Source: an optimization exercise on an open RTL-to-GDS flow (aim: small area). Production flows keep margins and buffers that such runs may drop. Only simulation tests tie the RTL to the original design; equivalence was not proved. The clock input has no modelled driver; a real chip could not lean on it and would need a root buffer or a full tree.

harbor:
==> flow/design.v <==
module blink_led_BlinkLED
(
  input  clk,
  input  reset,
  input  led_in,
  input  led_we,
  output  led_out,
  output  run_busy,
  input  run_req
);
  localparam integer PB = 12;
  localparam [1:0] C_IDLE = 2'b01, C_EXIT = 2'b00, C_WAIT0 = 2'b11, C_WAIT1 = 2'b10;
  localparam [24:0] POL  = 25'h1a69334;
  localparam [24:0] LA   = 25'h100bfea;
  localparam [24:0] LB   = 25'h1402ffa;
  localparam [24:0] TERM = 25'h0c0c7f9;
  localparam [24:0] ID   = 25'h06063fc;
  localparam [24:0] TMASK = 25'h1ffffbf;
  localparam [24:0] NEED = 25'h0c1b018;
  localparam [24:0] FREE = 25'h1554aaa;
  reg         run;
  reg         ph;
  reg         req_d;
  reg         led;
  reg  [24:0] cnt;      
  wire [24:0] x       = cnt ^ POL;
  wire        pin     = x[PB] == ID[PB];
  wire [1:0]  code    = {ph, pin};
  wire        s_idle  = ~run & (code == C_IDLE);
  wire        s_exit  = ~run & (code == C_EXIT);
  wire        s_wait  = ~run & ((code == C_WAIT0) | (code == C_WAIT1));
  wire        term    = ((x ^ TERM) & TMASK) == 25'd0;
  wire        req_any = run_req | req_d;
  wire        restart = run_req & ~req_d & (run | s_idle);
  wire        go      = run & ~restart & ~reset;
  wire        start   = s_wait & req_any;
  wire [1:0]  ncode   = reset   ? C_IDLE :
                        restart ? C_WAIT1 :
                        start   ? 2'b01 :
                        s_idle  ? C_EXIT : C_WAIT0;
  assign led_out  = led;
  assign run_busy = ~(~run & (code == C_WAIT0));
  always @(posedge clk) begin
    if (reset) begin
      run   <= 1'b0;
      req_d <= 1'b0;
      led   <= 1'b0;
    end else begin
      req_d <= run_req;
      run   <= go | start;
      if (term)
        led <= ~ph;
      else if (led_we)
        led <= led_in;
    end
    ph <= go ? ph ^ term : ncode[1];
  end
  wire [24:0] idle = (ID & ~FREE) ^ (ncode[0] ? 25'd0 : (25'd1 << PB));
  wire [24:0] step = {x[23:0], x[24] ^ x[21]};
  wire [24:0] load = ph ? LB : LA;
  wire [24:0] nrun = term ? ((load & NEED) | (step & ~NEED)) : step;
  always @(posedge clk)
    cnt <= (go ? nrun : (idle | (nrun & FREE))) ^ POL;
endmodule
==> flow/config.mk <==
export PLATFORM = sky130hd
export DESIGN_NAME = blink_led_BlinkLED
export DESIGN_NICKNAME = blink_led_BlinkLED
export VERILOG_FILES = /design/flow/design.v
export SDC_FILE = /design/flow/constraint.sdc
export NUM_CORES = 4
export LEC_CHECK = 0
export CAP_MARGIN = 0
export CORE_AREA = 2.3 2.72 59.8 59.84
export DIE_AREA = 0 0 62.1 62.1
export SLEW_MARGIN = 0
==> flow/constraint.sdc <==
create_clock -name core_clock -period 5.0 [get_ports {clk}]
set_input_delay 1.0000 -clock core_clock [delete_from_list [all_inputs] [get_ports {clk}]]
set_output_delay 1.0000 -clock core_clock [all_outputs]
set_load 0.01 [all_outputs]
standard.sh (not shown) runs the stock make flow with config.mk's settings and CLKGATE_MAP_FILE= SYNTH_SCRIPT=/design/flow/synth_recipe.tcl, a recipe that flattens the netlist after the stock synthesis.
==> flow/flow/run.sh <==
#!/bin/bash
# Layout flow: the standard synthesis script and ORFS flow, with
#  - synthesis run with an area-oriented ABC mapping script (abc_area.script,
#    used in place of ORFS's abc_speed.script; everything else in synthesis,
#    including synth_recipe.tcl, is unchanged, so the registers and their names
#    are those of the standard synthesis),
#  - port buffers of the smallest buffer cell (buf_1),
#  - a clock tree of one buffer at the flip-flops' centre (cts_hook.tcl)
#    instead of TritonCTS's H-tree (which builds five buffers for 30 sinks).
# Each step's full output goes to its own log here; ORFS's own per-stage
# logs are under orfs/logs/.
set -euo pipefail
W=$(pwd)
rm -rf "$W/scripts_area"
cp -r "$FLOW_HOME/scripts" "$W/scripts_area"
cp "$W/flow/abc_area.script" "$W/scripts_area/abc_speed.script"
bash standard.sh "SCRIPTS_DIR=$W/scripts_area" synth > "$W/synth.log" 2>&1
bash standard.sh \
  "BUFFER_PORTS_ARGS=-buffer_cell sky130_fd_sc_hd__buf_1" \
  "PRE_CTS_TCL=$W/flow/cts_hook.tcl" \
  finish > "$W/layout.log" 2>&1
==> flow/flow/abc_area.script <==
strash
&get -n
&fraig -x
&put
scorr
dc2
dretime
strash
&get -n
&dch -f
&nf -R 1000
&put
dnsize
==> flow/flow/cts_hook.tcl <==
# Sourced by ORFS's cts.tcl before it calls clock_tree_synthesis. Replaces
# that call: the clock port drives one buf_12 placed at the centre of the
# flip-flops, which drives every flip-flop clock pin (all sinks see the same
# single buffer, so no register is skewed against another).
rename clock_tree_synthesis orfs_clock_tree_synthesis
proc clock_tree_synthesis {args} {
  set block [ord::get_db_block]
  set net [$block findNet clk]
  set n 0
  set sx 0
  set sy 0
  foreach it [$net getITerms] {
    set inst [$it getInst]
    set bb [$inst getBBox]
    set sx [expr {$sx + ([$bb xMin] + [$bb xMax]) / 2}]
    set sy [expr {$sy + ([$bb yMin] + [$bb yMax]) / 2}]
    incr n
  }
  set dbu [$block getDbUnitsPerMicron]
  set x [expr {double($sx) / $n / $dbu}]
  set y [expr {double($sy) / $n / $dbu}]
  puts "clock buffer for $n sinks at ($x, $y)"
  insert_buffer -buffer_cell sky130_fd_sc_hd__buf_12 -net clk \
    -location [list $x $y] -buffer_name clkbuf_root -net_name clk_root
  set_propagated_clock [all_clocks]
}
What yarrow does differently from harbor at the input level:
--- a/flow/design.v
+++ b/flow/design.v
@@ -9,14 +9,14 @@
   input  run_req
 );
-  localparam integer PB = 12;
+  localparam integer PB = 23;
   localparam [1:0] C_IDLE = 2'b01, C_EXIT = 2'b00, C_WAIT0 = 2'b11, C_WAIT1 = 2'b10;
-  localparam [24:0] POL  = 25'h1a69334;
-  localparam [24:0] LA   = 25'h100bfea;
-  localparam [24:0] LB   = 25'h1402ffa;
-  localparam [24:0] TERM = 25'h0c0c7f9;
-  localparam [24:0] ID   = 25'h06063fc;
-  localparam [24:0] TMASK = 25'h1ffffbf;
-  localparam [24:0] NEED = 25'h0c1b018;
-  localparam [24:0] FREE = 25'h1554aaa;
+  localparam [24:0] POL  = 25'h09a66b6;
+  localparam [24:0] LA   = 25'h0a00157;
+  localparam [24:0] LB   = 25'h0a80055;
+  localparam [24:0] TERM = 25'h0c3006e;
+  localparam [24:0] ID   = 25'h1618037;
+  localparam [24:0] TMASK = 25'h1ffbfff;
+  localparam [24:0] NEED = 25'h12e018a;
+  localparam [24:0] FREE = 25'h0555524;
   reg         run;
   reg         ph;
@@ -57,5 +57,5 @@
   end
   wire [24:0] idle = (ID & ~FREE) ^ (ncode[0] ? 25'd0 : (25'd1 << PB));
-  wire [24:0] step = {x[23:0], x[24] ^ x[21]};
+  wire [24:0] step = {x[23:0], x[24] ^ x[2]};
   wire [24:0] load = ph ? LB : LA;
   wire [24:0] nrun = term ? ((load & NEED) | (step & ~NEED)) : step;
==> comparison <==
Setup slack in yarrow is smaller than in harbor.
Comparing harbor and yarrow, share of the cycle needed by the critical path after routing is higher on yarrow.
Final non-filler cell area (lower): harbor
Looking at kind of critical path, the primary input to flip-flop result is from harbor; the flip-flop to flip-flop one comes from yarrow.
Compared with harbor, in yarrow layout-stage area growth over the synthesis result level, average via count per standard cell moved up.
No run of this note takes its clock network from TritonCTS; it comes from the design's own scripts or RTL.

## what the ideal ports hide
Ports are ideal in the flow. The routed layouts listed here were re-timed in OpenROAD. Step 1 assumes that a clkbuf_16 drives the clock port and a buf_2 every other input. Step 2 also shifts input and output timing later by t, the mid clock arrival at the registers, as if the neighbouring blocks saw the same clock. Three values: ideal, step 1, step 2; two values: the first two.
run | t (ns) | setup WS [ns] | hold slack, ns | cell pins on the clock port's net
harbor | 0.160 | 3.060 / 3.066 / 2.909 | 0.339 / 0.339 / 0.339 | 1
yarrow | 0.161 | 2.549 / 2.549 / 2.549 | 0.359 / 0.359 / 0.359 | 1
After both steps setup and hold are still met in every run listed. For harbor, which loses most, drivers alone change the setup slack by +0.006 ns; drivers and shift together by -0.151 ns.
